What follows belongs to an exercise in optimizing a design on an open flow for small area; a production flow would make more cautious choices. Only simulation tests tie the RTL to the original design; equivalence was not proved. The clock input has no modelled driver; a real chip could not lean on it and would need a root buffer or a full tree. No activity file was given, so power comes from the tool's default toggle rates.

==> module cmd_ctrl_top, before the edit <==
module cmd_ctrl_top #(
    parameter       p_clk_freq  = 50000000,
    parameter       p_baud_freq = 115200
) (
    input           i_clk,
    input           i_rst,
    output          o_tx,
    input           i_rx
);
localparam [8:0] L_TICK  = 9'b111010101;
localparam [8:0] L_START = 9'b010000010;
reg  [8:0] rxp;
reg  [3:0] rxs;
reg  [7:0] rxd;
wire       rx_idle = (rxs[3:1] == 3'b001);      
wire       rx_tick = (rxp == L_TICK);
wire       rx_done = (rxs == 4'd2);
wire       freeze;
always @(posedge i_clk) begin
    if (~i_rst | (i_rx & rx_idle))
        rxp <= L_START;
    else
        rxp <= {rxp[7:0], ~(rxp[8] ^ rxp[4] ^ rx_tick)};
end
always @(posedge i_clk) begin
    if (~i_rst)
        rxs <= 4'd3;
    else if (rx_tick | rx_done) case (rxs)
        4'd3:  rxs <= 4'd8;
        4'd8:  rxs <= 4'd9;
        4'd9:  rxs <= 4'd10;
        4'd10: rxs <= 4'd11;
        4'd11: rxs <= 4'd12;
        4'd12: rxs <= 4'd13;
        4'd13: rxs <= 4'd14;
        4'd14: rxs <= 4'd15;
        4'd15: rxs <= 4'd0;
        4'd0:  rxs <= 4'd1;
        4'd1:  rxs <= 4'd2;
        default: rxs <= 4'd3;
    endcase
end
always @(posedge i_clk) begin
    if (rx_tick & rxs[3] & ~freeze)
        rxd <= {i_rx, rxd[7:1]};
end
wire [3:0] lo = rxd[3:0];
wire       is_dig = (rxd[7:4] == 4'h3) & ~(lo[3] & (lo[2] | lo[1]));
wire       is_let = (rxd[7:4] == 4'h4) & ~lo[3] & (lo[2:0] != 3'b000) & (lo[2:0] != 3'b111);
wire [3:0] rx_hex = is_dig ? (lo[3] ? {1'b1, lo[0], lo[0], lo[0]} : lo) :
                    is_let ? {1'b1, lo[2:0]} : 4'b1110;
reg  [8:0] txp;
wire       tx_tick = (txp == L_TICK);
always @(posedge i_clk or negedge i_rst) begin
    if (~i_rst)
        txp <= L_START;
    else
        txp <= {txp[7:0], ~(txp[8] ^ txp[4] ^ tx_tick)};
end
localparam [2:0] I_C = 3'd0, I_CR = 3'd1, I_G = 3'd2, I_L = 3'd3,
                 I_LF = 3'd4, I_X = 3'd5, I_D2 = 3'd6, I_H = 3'd7;
localparam [3:0] P_REQ = 4'd4, P_OTHER = 4'd3;
localparam [6:0]
    S_CMD  = {I_C,  P_OTHER},
    S_D0   = {I_G,  P_OTHER},
    S_PROC = {I_L,  P_OTHER},
    S_R0   = {I_CR, P_OTHER},
    S_IDLE = {I_X,  P_OTHER},
    S_D2   = {I_D2, P_OTHER},
    S_D1   = {I_H,  P_OTHER};
reg  [6:0] st;
reg        ca;       
reg        cb;       
reg  [7:0] r_reg;
reg  [3:0] pb_hi;    
wire [2:0] idx = st[6:4];
wire [3:0] ph  = st[3:0];
wire [7:0] ch;
wire       par;
always @(posedge i_clk or negedge i_rst) begin
    if (~i_rst)
        st <= S_IDLE;
    else case (ph)
        4'd4:  st <= {idx, 4'd5};
        4'd5:  st <= {idx, 4'd6};
        4'd6:  if (tx_tick) st <= {idx, 4'd7};
        4'd7:  if (tx_tick) st <= {idx, 4'd8};
        4'd8:  if (tx_tick) st <= {idx, 4'd9};
        4'd9:  if (tx_tick) st <= {idx, 4'd10};
        4'd10: if (tx_tick) st <= {idx, 4'd11};
        4'd11: if (tx_tick) st <= {idx, 4'd12};
        4'd12: if (tx_tick) st <= {idx, 4'd13};
        4'd13: if (tx_tick) st <= {idx, 4'd14};
        4'd14: if (tx_tick) st <= {idx, 4'd15};
        4'd15: if (tx_tick) st <= {idx, 4'd0};
        4'd0:  if (tx_tick) st <= {idx, 4'd1};
        4'd1:  if (tx_tick) st <= {idx, 4'd2};
        4'd2:  case (idx)
            I_C:     st <= ca ? S_D2 : S_D0;
            I_G:     st <= S_PROC;
            I_L:     st <= {I_H, P_REQ};
            I_H:     st <= S_R0;
            I_CR:    st <= {I_LF, P_REQ};
            default: st <= S_IDLE;
        endcase
        default: case (idx)
            I_X:     if (rx_done) st <= S_CMD;
            I_C:     st <= (ca | cb) ? {I_C, P_REQ} : S_D0;
            I_D2:    if (rx_done) st <= S_D1;
            I_H:     if (rx_done) st <= S_D0;
            I_G:     st <= cb ? {I_G, P_REQ} : S_PROC;
            I_L:     st <= cb ? {I_L, P_REQ} : S_R0;
            I_CR:    st <= (ca | cb) ? {I_CR, P_REQ} : S_IDLE;
            default: st <= S_IDLE;
        endcase
    endcase
end
always @(posedge i_clk) begin
    if (st == S_IDLE) begin
        ca <= (rxd == 8'h70) | (rxd == 8'h77);
        cb <= (rxd == 8'h70) | (rxd == 8'h72);
    end
end
always @(posedge i_clk) begin
    if (~i_rst)
        r_reg <= 8'd0;
    else if (((st == S_D2) | (st == S_D1)) & rx_done & ~cb)
        r_reg <= {r_reg[3:0], rx_hex};
end
always @(posedge i_clk) begin
    if ((st == S_D2) & rx_done)
        pb_hi <= rx_hex;
end
wire ping = ca & cb;
assign freeze = ping & (idx[2:1] == 2'b01);
wire [3:0] dig = ~idx[2] ? (ping ? rx_hex : r_reg[3:0])
                         : (ping ? pb_hi  : r_reg[7:4]);
wire       dl  = dig[3] & (dig[2:0] != 3'b000) & (dig[2:0] != 3'b111);
wire       d9  = (dig == 4'b1111);
wire [7:0] dig_ch = {1'b0, dl, ~dl, ~dl, dig[3] & ~dl, dig[2] & ~d9, dig[1] & ~d9, dig[0]};
reg        dig_par;
always @(*) begin
    case (dig)
        4'b0000, 4'b0011, 4'b0101, 4'b0110, 4'b1111,
        4'b1001, 4'b1010, 4'b1100: dig_par = 1'b0;
        default:                   dig_par = 1'b1;
    endcase
end
assign ch = (idx == I_C)  ? 8'h3A :
            (idx == I_G)  ? 8'h3E :
            (idx == I_CR) ? 8'h0D :
            (idx == I_LF) ? 8'h0A :
                            dig_ch;
assign par = (idx == I_C)  ? 1'b0 :
             (idx == I_G)  ? 1'b1 :
             (idx == I_CR) ? 1'b1 :
             (idx == I_LF) ? 1'b0 :
                             dig_par;
wire tx_out = ph[3]       ? ch[ph[2:0]] :
              (ph == 4'd7) ? 1'b0 :
              (ph == 4'd0) ? par :
                             1'b1;
wire waiting = (ph != 4'd3) & (ph != 4'd4) & (ph != 4'd5);
wire lb = ~(waiting | ((idx == I_L) & (ph != 4'd3)) | ((st == S_R0) & ~cb));
assign o_tx = lb ? i_rx : tx_out;
endmodule
clock: 20.0 ns
lec_check: 0
cap_margin: 20
core_margin: 2
core_utilization: 40
slew_margin: 20
standard.sh (not shown) runs the stock make flow with config.mk's settings and CLKGATE_MAP_FILE= SYNTH_SCRIPT=/design/flow/synth_recipe.tcl, a recipe that flattens the netlist after the stock synthesis.
==> flow/flow/run.sh <==
#!/bin/bash
# Standard layout, except that synthesis maps the logic with an area-oriented
# ABC script (flow/area.abc) in place of ORFS's speed script, and leaves
# half/full adders to ABC (no extract_fa pass). Registers, their names and
# cell types are those of the standard synthesis. The port buffers are buf_1,
# and the clock tree is three clkbuf_8 fed by the clock port (flow/cts_single.tcl).
set -euo pipefail
W=$(pwd)
sed -e "s#SYNTH_SCRIPT=[^ ]*#SYNTH_SCRIPT=$W/flow/synth_wrap.tcl#" \
    -e "s#CLKGATE_MAP_FILE= #CLKGATE_MAP_FILE= ADDER_MAP_FILE= #" standard.sh > run_standard.sh
grep -q "ADDER_MAP_FILE= " run_standard.sh
grep -q "synth_wrap.tcl" run_standard.sh
export PRE_CTS_TCL="$W/flow/cts_single.tcl"
export FLOW_CLOCK_NET=i_clk
export FLOW_CLOCK_GROUPS=3
export FLOW_CLOCK_BUF=sky130_fd_sc_hd__clkbuf_8
export BUFFER_PORTS_ARGS="-inputs -outputs -buffer_cell sky130_fd_sc_hd__buf_1"
export FLOW_ABC_SCRIPT="$W/flow/area.abc"
export FLOW_SYNTH_TCL="$W/synth_recipe.tcl"
bash run_standard.sh > "$W/make_flow.log" 2>&1
Other scripts of this flow, unchanged in this note and not shown: flow/flow/area.abc, flow/flow/cts_single.tcl, flow/flow/synth_wrap.tcl
Next try:
--- a/flow/design.v
+++ b/flow/design.v
@@ -78,5 +78,5 @@
 wire [7:0] ch;
 wire       par;
-always @(posedge i_clk or negedge i_rst) begin
+always @(posedge i_clk) begin
     if (~i_rst)
         st <= S_IDLE;
@@ -147,14 +147,9 @@
     endcase
 end
-assign ch = (idx == I_C)  ? 8'h3A :
-            (idx == I_G)  ? 8'h3E :
-            (idx == I_CR) ? 8'h0D :
-            (idx == I_LF) ? 8'h0A :
-                            dig_ch;
-assign par = (idx == I_C)  ? 1'b0 :
-             (idx == I_G)  ? 1'b1 :
-             (idx == I_CR) ? 1'b1 :
-             (idx == I_LF) ? 1'b0 :
-                             dig_par;
+wire       tx_dig = idx[1] & idx[0];                      
+wire       c45    = ~(idx[0] | idx[2]);                    
+assign ch  = tx_dig ? dig_ch
+                    : {1'b0, 1'b0, c45, c45, 1'b1, idx[0] | idx[1], ~idx[0], idx[0] & ~idx[1]};
+assign par = tx_dig ? dig_par : (idx[0] | idx[1]);
 wire tx_out = ph[3]       ? ch[ph[2:0]] :
               (ph == 4'd7) ? 1'b0 :
@@ -163,4 +158,4 @@
 wire waiting = (ph != 4'd3) & (ph != 4'd4) & (ph != 4'd5);
 wire lb = ~(waiting | ((idx == I_L) & (ph != 4'd3)) | ((st == S_R0) & ~cb));
-assign o_tx = lb ? i_rx : tx_out;
+assign o_tx = (lb | ~i_rst) ? i_rx : tx_out;    
 endmodule
After rerunning: The changed run completed with no timing, DRC or antenna violations; design area decreases by 1.4%; worst hold slack improves by 7.3 ps; synthesized cell count increases by 1.9%; worst setup slack degrades by 680 ps; first-iteration DRC count is higher by 56%; global-route usage decreases by 0.48 points; clock power went down by about 3%; via count shrinks by 0.51%; cell count rises by 1.0%; register-to-register slack gets worse by 190 ps; clock skew falls by 11 ps; area after synthesis went down by about 1.1%; total power went up by 46%.
In every run of this note, the design's own scripts or RTL, not TritonCTS, make the clock network.

[port drivers added, routing unchanged]
The results above use ideal ports. As a check the final layouts listed here were re-extracted and re-timed, cells and wires unchanged.
Step 1 assumes that a clkbuf_16 drives the clock port and a buf_2 every other input.
Step 2 adds t to the input delays and takes it off the output delays; t is the mean of the earliest and latest rising clock arrival at the registers after step 1. Input paths then give back, and output paths get back, about the clock's delay inside the block.
Slacks: ideal ports / drivers / drivers and shift; pairs: ideal ports / drivers.
run | shift t [ns] | setup slack, ns | worst data-port slew with drivers (ns)
the first run | 0.204 | 11.540 / 11.519 / 11.519 | 0.03
the second run | 0.198 | 10.865 / 10.837 / 10.837 | 0.03
After both steps setup and hold are still met in every run listed. The setup slack of the second run, which loses most, moves by -0.028 ns with the drivers and by -0.028 ns with both steps.
